This is an optimization exercise on Yosys and OpenROAD, whose aim is small area, a short achievable clock period and few clock cycles per item, not a production implementation.
In this exercise RTL edits were held to simulation tests only and were not proved equivalent to the original.
No activity file was given, so power comes from the tool's default toggle rates.

// MIPS
module MIPS(clk, reset, imem_addr, imem_rdata, rf_we, rf_waddr, rf_wdata);
Size: ~3,700 cells after synthesis, ~100 I/O pins.
==> module MIPS, before the edit <==
module MIPS(clk, reset, imem_addr, imem_rdata, rf_we, rf_waddr, rf_wdata);
input clk, reset;
output [31:0] imem_addr;
input [31:0] imem_rdata;
output rf_we;
output [4:0] rf_waddr;
output [31:0] rf_wdata;
reg [19:0] pc;
reg rst_q;                  
always @(posedge clk) begin
	rst_q <= reset;
	if (~reset) pc <= 20'd0;
	else pc <= pc + 20'd1;
end
assign imem_addr = {12'd0, pc};
reg [31:0] ir;
reg v_d, v_e, v_w;
always @(posedge clk) ir <= imem_rdata;
wire [5:0] op    = ir[31:26];
wire [4:0] rs    = ir[25:21];
wire [4:0] rt    = ir[20:16];
wire [4:0] rd    = ir[15:11];
wire [4:0] shamt = ir[10:6];
wire [15:0] imm  = ir[15:0];
wire [5:0] funct = ir[5:0];
wire rtype  = ~op[3];               
wire is_sll = rtype & ~funct[5];
wire is_sub = rtype & funct[1];
wire is_lui = ~rtype & op[1];
wire is_ori = ~rtype & op[0] & ~op[1];
wire use_a  = ~is_sll & ~is_lui;    
wire use_b  = rtype;                
wire [4:0] dest = rtype ? rd : rt;
reg [31:0] a_e, b_e;
reg fwd_a, fwd_b;
reg [4:0] sh_e;
reg sub_e, or_e, sll_e;
reg [4:0] dest_e;
reg [31:0] res_w;
reg [4:0] dest_w;
reg [32*32-1:0] rf;
wire clr = ~rst_q;
wire [31:0] wdata = res_w & {32{~clr}};
genvar gi;
generate
	for (gi = 1; gi < 32; gi = gi + 1) begin : g_rf
		wire we = clr | (v_w & (dest_w == gi));
		always @(posedge clk)
			if (we) rf[gi*32 +: 32] <= wdata;
	end
endgenerate
wire byp_a = v_w & (dest_w == rs) & (rs != 5'd0);
wire byp_b = v_w & (dest_w == rt) & (rt != 5'd0);
reg [31:0] rd_a, rd_b;
integer k;
always @(*) begin
	rd_a = res_w & {32{byp_a & use_a}};
	rd_b = res_w & {32{byp_b & use_b}};
	for (k = 1; k < 32; k = k + 1) begin
		rd_a = rd_a | (rf[k*32 +: 32] & {32{(rs == k) & ~byp_a & use_a}});
		rd_b = rd_b | (rf[k*32 +: 32] & {32{(rt == k) & ~byp_b & use_b}});
	end
end
wire [31:0] imm_v = is_lui ? {imm, 16'd0} : is_ori ? {16'd0, imm} : {{16{imm[15]}}, imm};
always @(posedge clk) begin
	a_e    <= rd_a;
	b_e    <= use_b ? rd_b : imm_v;
	fwd_a  <= use_a & v_e & (dest_e == rs) & (rs != 5'd0);
	fwd_b  <= use_b & v_e & (dest_e == rt) & (rt != 5'd0);
	sh_e   <= shamt;
	sub_e  <= is_sub;
	or_e   <= is_ori;
	sll_e  <= is_sll;
	dest_e <= dest;
end
wire [31:0] opa = fwd_a ? res_w : a_e;
wire [31:0] opb = fwd_b ? res_w : b_e;
wire [31:0] bx  = opb ^ {32{sub_e}};
wire [32:0] sum33 = {opa, 1'b1} + {bx, sub_e};
wire [31:0] sum = sum33[32:1];
wire [31:0] shl = opb << sh_e;
wire [31:0] res = or_e ? (opa | opb) : sll_e ? shl : sum;
always @(posedge clk) begin
	res_w  <= res;
	dest_w <= dest_e;
end
always @(posedge clk) begin
	v_d <= reset & rst_q;
	v_e <= reset & v_d;
	v_w <= reset & v_e;
end
assign rf_we    = v_w;
assign rf_waddr = dest_w;
assign rf_wdata = res_w;
endmodule
clock: 10.0 ns
lec_check: 0
cap_margin: 20
core_margin: 2
core_utilization: 30
place_density: 0.5
slew_margin: 20
run.sh (not shown) runs the stock make flow with config.mk's settings and CLKGATE_MAP_FILE= SYNTH_SCRIPT=/design/flow/synth_recipe.tcl, a recipe that flattens the netlist after the stock synthesis.
Testbench counts at the start, summed over its fixed seeds: cycles 3,232, instrs 3,200.
==> next run, changes <==
--- a/flow/design.v
+++ b/flow/design.v
@@ -369,60 +369,68 @@
 wire is_lui = ~rtype & op[1];
 wire is_ori = ~rtype & op[0] & ~op[1];
 wire use_a  = ~is_sll & ~is_lui;    
 wire use_b  = rtype;                
 wire [4:0] dest = rtype ? rd : rt;
 reg [31:0] a_e, b_e;
-reg fwd_a, fwd_b;
 reg [4:0] sh_e;
 reg sub_e, or_e, sll_e;
 reg [4:0] dest_e;
 reg [31:0] res_w;
 reg [4:0] dest_w;
+reg ph;
+always @(posedge clk) ph <= ~ph & rst_q;
 reg [32*32-1:0] rf;
-wire clr = ~rst_q;
-wire [31:0] wdata = res_w & {32{~clr}};
+reg [31:1] we_r, nwe_r;
+reg clr_r;
+wire [31:0] wdn = ~(res_w & {32{~clr_r}}) ^ {32{~ph & ~clr_r}};
 genvar gi;
 generate
 	for (gi = 1; gi < 32; gi = gi + 1) begin : g_rf
-		wire we = clr | (v_w & (dest_w == gi));
-		always @(posedge clk)
-			if (we) rf[gi*32 +: 32] <= wdata;
+		always @(posedge clk) begin
+			we_r[gi]  <= ~reset | (v_e & (dest_e == gi));
+			nwe_r[gi] <= ~(~reset | (v_e & (dest_e == gi)));
+			rf[gi*32 +: 32] <= ~(({32{we_r[gi]}} | rf[gi*32 +: 32]) & ({32{nwe_r[gi]}} | wdn));
+		end
 	end
 endgenerate
+always @(posedge clk) clr_r <= ~reset;
 wire byp_a = v_w & (dest_w == rs) & (rs != 5'd0);
 wire byp_b = v_w & (dest_w == rt) & (rt != 5'd0);
-reg [31:0] rd_a, rd_b;
+wire nz_a = use_a & (rs != 5'd0);
+wire nz_b = use_b & (rt != 5'd0);
+reg [31:0] sel_a, sel_b;
 integer k;
 always @(*) begin
-	rd_a = res_w & {32{byp_a & use_a}};
-	rd_b = res_w & {32{byp_b & use_b}};
+	sel_a = 32'd0;
+	sel_b = 32'd0;
 	for (k = 1; k < 32; k = k + 1) begin
-		rd_a = rd_a | (rf[k*32 +: 32] & {32{(rs == k) & ~byp_a & use_a}});
-		rd_b = rd_b | (rf[k*32 +: 32] & {32{(rt == k) & ~byp_b & use_b}});
+		sel_a = sel_a | (rf[k*32 +: 32] & {32{(rs == k) & use_a}});
+		sel_b = sel_b | (rf[k*32 +: 32] & {32{(rt == k) & use_b}});
 	end
 end
+wire [31:0] rd_a = byp_a & use_a ? res_w : sel_a ^ {32{ph & nz_a}};
+wire [31:0] rd_b = byp_b & use_b ? res_w : sel_b ^ {32{ph & nz_b}};
 wire [31:0] imm_v = is_lui ? {imm, 16'd0} : is_ori ? {16'd0, imm} : {{16{imm[15]}}, imm};
+wire [31:0] res;
+wire fwd_a_d = use_a & v_e & (dest_e == rs) & (rs != 5'd0);
+wire fwd_b_d = use_b & v_e & (dest_e == rt) & (rt != 5'd0);
+wire [31:0] b_d = use_b ? (fwd_b_d ? res : rd_b) : imm_v;
 always @(posedge clk) begin
-	a_e    <= rd_a;
-	b_e    <= use_b ? rd_b : imm_v;
-	fwd_a  <= use_a & v_e & (dest_e == rs) & (rs != 5'd0);
-	fwd_b  <= use_b & v_e & (dest_e == rt) & (rt != 5'd0);
+	a_e    <= fwd_a_d ? res : rd_a;
+	b_e    <= b_d ^ {32{is_sub}};    
 	sh_e   <= shamt;
 	sub_e  <= is_sub;
 	or_e   <= is_ori;
 	sll_e  <= is_sll;
 	dest_e <= dest;
 end
-wire [31:0] opa = fwd_a ? res_w : a_e;
-wire [31:0] opb = fwd_b ? res_w : b_e;
-wire [31:0] bx  = opb ^ {32{sub_e}};
-wire [32:0] sum33 = {opa, 1'b1} + {bx, sub_e};
+wire [32:0] sum33 = {a_e, 1'b1} + {b_e, sub_e};
 wire [31:0] sum = sum33[32:1];
-wire [31:0] shl = opb << sh_e;
-wire [31:0] res = or_e ? (opa | opb) : sll_e ? shl : sum;
+wire [31:0] shl = b_e << sh_e;
+assign res = or_e ? (a_e | b_e) : sll_e ? shl : sum;
 always @(posedge clk) begin
 	res_w  <= res;
 	dest_w <= dest_e;
 end
 always @(posedge clk) begin
 	v_d <= reset & rst_q;
Effect:
- The new run produced a clean layout
- global-route usage grows by 5.9 points
- cell area grows by a few percent
- non-clock buffer count grows by 57
- total power grows by about a fifth
- sequential share of layout area shrinks by 16 points
- die area grows by a few percent
- routed wire length grows by a quarter to a third
- core utilization shrinks by 0.37 points
- cell count grows by a quarter to a third
- fmax shrinks by about a fifth
- synthesized area grows by a few percent
- count of clock-buffer cells in the layout grows by 40
Testbench counts after the change, summed over its fixed seeds: cycles 3,232, instrs 3,200.

==> afterwards: timing with drivers on the ports <==
How much do the figures lean on ideal ports? The routed layouts below were timed once more, with nothing changed but the port constraints. Step 1: set_driving_cell puts a clkbuf_16 on clk and a buf_2 on each other input, an assumption about the parent block. Step 2, shift: input delay + t, output delay - t, t = (earliest + latest rising clock arrival at the registers) / 2. This alone moves slack from input paths to output paths. a / b / c = ideal / step 1 / step 2; a / b = the first two.
run	t, ns	setup WS [ns]	cell pins on the clock port's net
the first run	0.860	5.386 / 5.386 / 5.386	1
the second run	0.895	4.489 / 4.489 / 4.489	1
After both steps every run listed still meets setup and hold.
